Background: an optimization exercise with open tools, aiming at small area and a short achievable clock period. Do not read the settings as production practice.
Function was checked by simulation only, so behaviour that the tests miss may differ from the original.
The clock port is modelled as an ideal driver, which makes a skipped or thinned clock tree look cheaper than it is; a real chip needs a root buffer or a tree.

run 1:
==> flow/design.v (excerpt) <==
module encoder (
    input clk,
    input rst_n,
    input [31:0] data_in,
    output logic [31:0] data_out
);
export LEC_CHECK = 0
export CAP_MARGIN = 20
export CORE_MARGIN = 2
export CORE_UTILIZATION = 65
export SLEW_MARGIN = 20
create_clock -name core_clock -period 14.0 [get_ports {clk}]
standard.sh (not shown) runs the stock make flow with config.mk's settings and CLKGATE_MAP_FILE= SYNTH_SCRIPT=/design/flow/synth_recipe.tcl, a recipe that flattens the netlist after the stock synthesis.
==> flow/flow/run.sh <==
#!/bin/bash
# Standard layout, except: the synthesis maps with flow/abc_speed.script,
# the clock tree is flow/ctree.tcl's two-level tree, the input ports get
# buf_1 and the output ports buf_2 buffers, timing repair aims below the
# period, and the wire capacitance
# the placement-stage timing estimates use is scaled up by 1.3 (closer to
# the extracted values).
set -euo pipefail
rm -rf scripts_local
cp -r "$FLOW_HOME/scripts" scripts_local
cp flow/abc_speed.script scripts_local/abc_speed.script
sed -i 's|^log_cmd clock_tree_synthesis .*|source $::env(CTREE_TCL)|' scripts_local/cts.tcl
grep -q CTREE_TCL scripts_local/cts.tcl
python3 - "$FLOW_HOME/platforms/sky130hd/setRC.tcl" 1.3 > setRC_scaled.tcl <<'PY'
import re, sys
s = open(sys.argv[1]).read()
k = float(sys.argv[2])
print(re.sub(r'-capacitance ([0-9.Ee+-]+)', lambda m: '-capacitance %g' % (float(m.group(1)) * k), s))
PY
export LAYER_PARASITICS_FILE=$PWD/setRC_scaled.tcl
export CTREE_TCL=$PWD/flow/ctree.tcl
export CTREE_LEAF=20
export CTREE_BUF_LEAF=sky130_fd_sc_hd__clkbuf_16
export CTREE_BUF_TOP=sky130_fd_sc_hd__clkbuf_8
export SCRIPTS_DIR=$PWD/scripts_local
sed -i "s/^    buffer_ports {\*}\[env_var_or_empty BUFFER_PORTS_ARGS\]/    buffer_ports -inputs -buffer_cell sky130_fd_sc_hd__buf_1\n    buffer_ports -outputs -buffer_cell sky130_fd_sc_hd__buf_2/" scripts_local/global_place.tcl
grep -q "buffer_ports -outputs" scripts_local/global_place.tcl
export SETUP_SLACK_MARGIN=10.15
bash standard.sh > standard.log 2>&1
==> flow/flow/ctree.tcl <==
# Two-level clock tree in place of clock_tree_synthesis: the clock port drives
# one buffer per quadrant of the clock sinks, and each of those drives the
# leaf buffers of its quadrant (at most CTREE_LEAF sinks per leaf).
set ct_block [ord::get_db_block]
set ct_dbu [$ct_block getDbUnitsPerMicron]
set ct_buf_leaf [expr {[info exists ::env(CTREE_BUF_LEAF)] ? $::env(CTREE_BUF_LEAF) : "sky130_fd_sc_hd__clkbuf_16"}]
set ct_buf_top [expr {[info exists ::env(CTREE_BUF_TOP)] ? $::env(CTREE_BUF_TOP) : "sky130_fd_sc_hd__clkbuf_16"}]
set ct_leaf [expr {[info exists ::env(CTREE_LEAF)] ? $::env(CTREE_LEAF) : 20}]

proc ct_centroid {pts} {
  set sx 0.0; set sy 0.0
  foreach p $pts { set sx [expr {$sx + [lindex $p 1]}]; set sy [expr {$sy + [lindex $p 2]}] }
  set n [llength $pts]
  return [list [expr {$sx / $n}] [expr {$sy / $n}]]
}
# split {pin x y} items into k near-equal parts along x (idx 1) or y (idx 2)
proc ct_split {pts k idx} {
  set s [lsort -real -index $idx $pts]
  set n [llength $s]
  set out {}
  for {set i 0} {$i < $k} {incr i} {
    lappend out [lrange $s [expr {($n * $i) / $k}] [expr {($n * ($i + 1)) / $k - 1}]]
  }
  return $out
}
proc ct_span {pts idx} {
  set l [lsort -real -index $idx $pts]
  return [expr {[lindex $l end $idx] - [lindex $l 0 $idx]}]
}
proc ct_um {v} { return [expr {$v / double($::ct_dbu)}] }

set ct_sinks {}
foreach p [get_pins -of_objects [get_nets clk]] {
  lassign [[sta::sta_to_db_pin $p] getAvgXY] ok x y
  lappend ct_sinks [list $p $x $y]
}
puts "ctree: [llength $ct_sinks] clock sinks"

set ct_quads {}
foreach half [ct_split $ct_sinks 2 1] {
  foreach q [ct_split $half 2 2] { lappend ct_quads $q }
}
set qi 0
foreach q $ct_quads {
  set nleaf [expr {int(ceil([llength $q] / double($ct_leaf)))}]
  set idx [expr {[ct_span $q 1] > [ct_span $q 2] ? 1 : 2}]
  set leafxy {}
  set li 0
  foreach g [ct_split $q $nleaf $idx] {
    set pins {}
    foreach p $g { lappend pins [lindex $p 0] }
    lassign [ct_centroid $g] cx cy
    set bname "ctree_leaf_${qi}_${li}"
    insert_buffer -buffer_cell $ct_buf_leaf -net clk -load_pins $pins \
      -location [list [ct_um $cx] [ct_um $cy]] \
      -buffer_name $bname -net_name "ctree_net_leaf_${qi}_${li}"
    lappend leafxy [list x $cx $cy]
    incr li
  }
  # insert_buffer adds a number to the names: find this quadrant's leaves
  set leafpins {}
  foreach p [get_pins -of_objects [get_nets clk]] {
    if {[string match "ctree_leaf_${qi}_*" [get_full_name $p]]} { lappend leafpins $p }
  }
  if {$li == 1} { incr qi; continue }
  lassign [ct_centroid $leafxy] cx cy
  insert_buffer -buffer_cell $ct_buf_top -net clk -load_pins $leafpins \
    -location [list [ct_um $cx] [ct_um $cy]] \
    -buffer_name "ctree_q_${qi}" -net_name "ctree_net_q_${qi}"
  incr qi
}
foreach net [$ct_block getNets] {
  if {[string match ctree_net_* [$net getName]]} { $net setSigType CLOCK }
}
[$ct_block findNet clk] setSigType CLOCK
set_propagated_clock [all_clocks]
puts "ctree: clock port drives [llength [get_pins -of_objects [get_nets clk]]] pins"
Other scripts of this flow, unchanged in this note and not shown: flow/flow/abc_speed.script
## Diff of input files: run 2 against run 1
==> flow/flow/run.sh <==
#!/bin/bash
# Standard layout, except: the synthesis maps with flow/abc_speed.script,
# the clock tree is flow/ctree.tcl's two-level tree, the ports get plain
# buffers, timing repair aims below the period, and the wire capacitance
# the placement-stage timing estimates use is scaled up by 1.3 (closer to
# the extracted values).
set -euo pipefail
rm -rf scripts_local
cp -r "$FLOW_HOME/scripts" scripts_local
cp flow/abc_speed.script scripts_local/abc_speed.script
sed -i 's|^log_cmd clock_tree_synthesis .*|source $::env(CTREE_TCL)|' scripts_local/cts.tcl
grep -q CTREE_TCL scripts_local/cts.tcl
python3 - "$FLOW_HOME/platforms/sky130hd/setRC.tcl" 1.3 > setRC_scaled.tcl <<'PY'
import re, sys
s = open(sys.argv[1]).read()
k = float(sys.argv[2])
print(re.sub(r'-capacitance ([0-9.Ee+-]+)', lambda m: '-capacitance %g' % (float(m.group(1)) * k), s))
PY
export LAYER_PARASITICS_FILE=$PWD/setRC_scaled.tcl
export CTREE_TCL=$PWD/flow/ctree.tcl
export CTREE_LEAF=20
export CTREE_BUF_LEAF=sky130_fd_sc_hd__clkbuf_16
export CTREE_BUF_TOP=sky130_fd_sc_hd__clkbuf_16
export SCRIPTS_DIR=$PWD/scripts_local
export BUFFER_PORTS_ARGS="-buffer_cell sky130_fd_sc_hd__buf_2"
export SETUP_SLACK_MARGIN=10.35
bash standard.sh > standard.log 2>&1
Results
Re critical path depth: run 1 was higher than run 2.
Going from run 1 to run 2, finished layout cell area grows by about 1.8%.
Looking at area growth from synthesis to layout, run 2 sits 2.0 points above run 1.
Setup slack: run 2 more than run 1
Going from run 1 to run 2, first-pass GRT wire length level; sequential share of layout area moved down.
Setup changes, run 2 to run 3
Settings: PLACE_DENSITY newly set to 0.85.
--- a/flow/flow/run.sh
+++ b/flow/flow/run.sh
@@ -24,4 +24,4 @@
 export SCRIPTS_DIR=$PWD/scripts_local
 export BUFFER_PORTS_ARGS="-buffer_cell sky130_fd_sc_hd__buf_2"
-export SETUP_SLACK_MARGIN=10.35
+export SETUP_SLACK_MARGIN=10.15
 bash standard.sh > standard.log 2>&1
### Flow results
Looking only at worst-case register-to-register setup slack, and setting everything else aside, the lower value of run 3 and run 2 goes to run 3. Compared to run 2, the routing of run 3 uses more wire.
Relative to run 3, the following input files were edited for run 4:
Settings: PLACE_DENSITY no longer set, was 0.85.
Run 3 ended up with data_out[7]$_DFF_P_ as its launching instance or port of the critical path; run 4 ended up with data_out[31]$_DFF_P_.
Summary: with run 3 as the reference, via count normalized by instance count in run 4 moved up slightly.
Maximum operating frequency, run 3 and run 4, lower one = run 3.
Delta (run 4 minus run 3): utilization has remained practically unchanged.
Comparing run 3 with run 4, the cell count came out essentially unchanged.
Critical path depth in cells: run 4 vs run 3 identical
data_out[7] as the capturing element of the worst setup path was reported by run 3, and data_out[31] by run 4.
Post-layout minimum cycle time ends up lower on run 4.
Diff run 3 -> run 4 | routability congestion estimate | increase of 0.012
In every run of this note, the design's own scripts or RTL, not TritonCTS, make the clock network.

-- what the ideal ports hide --
Ports are ideal in the flow. The routed layouts listed here were re-timed in OpenROAD. Step 1 (the two cells are an assumption about what drives the block):
set clk [get_ports {clk}]
set_driving_cell -lib_cell sky130_fd_sc_hd__clkbuf_16 $clk
set_driving_cell -lib_cell sky130_fd_sc_hd__buf_2 [delete_from_list [all_inputs] $clk]
Step 2 adds t to the input delays and takes it off the output delays; t is the mean of the earliest and latest rising clock arrival at the registers after step 1. Input paths then give back, and output paths get back, about the clock's delay inside the block. Three values: ideal, step 1, step 2; two values: the first two.
| run | t (ns) | setup slack, ns | hold slack, ns | worst register clock-pin slew, ns | worst data-port slew with drivers (ns) |
|---|---|---|---|---|---|
| run 1 | 0.427 | 10.383 / 10.295 / 10.038 | 0.490 / 0.490 / 0.490 | 0.10 / 0.10 | 0.04 |
| run 2 | 0.418 | 10.415 / 10.295 / 10.113 | 0.495 / 0.495 / 0.495 | 0.09 / 0.09 | 0.06 |
| run 3 | 0.413 | 10.403 / 10.288 / 10.108 | 0.482 / 0.482 / 0.482 | 0.10 / 0.10 | 0.04 |
| run 4 | 0.417 | 10.414 / 10.295 / 10.130 | 0.493 / 0.493 / 0.493 | 0.10 / 0.10 | 0.04 |
After both steps every run listed still meets setup and hold. The setup slack of run 1, which loses most, moves by -0.088 ns with the drivers and by -0.345 ns with both steps.
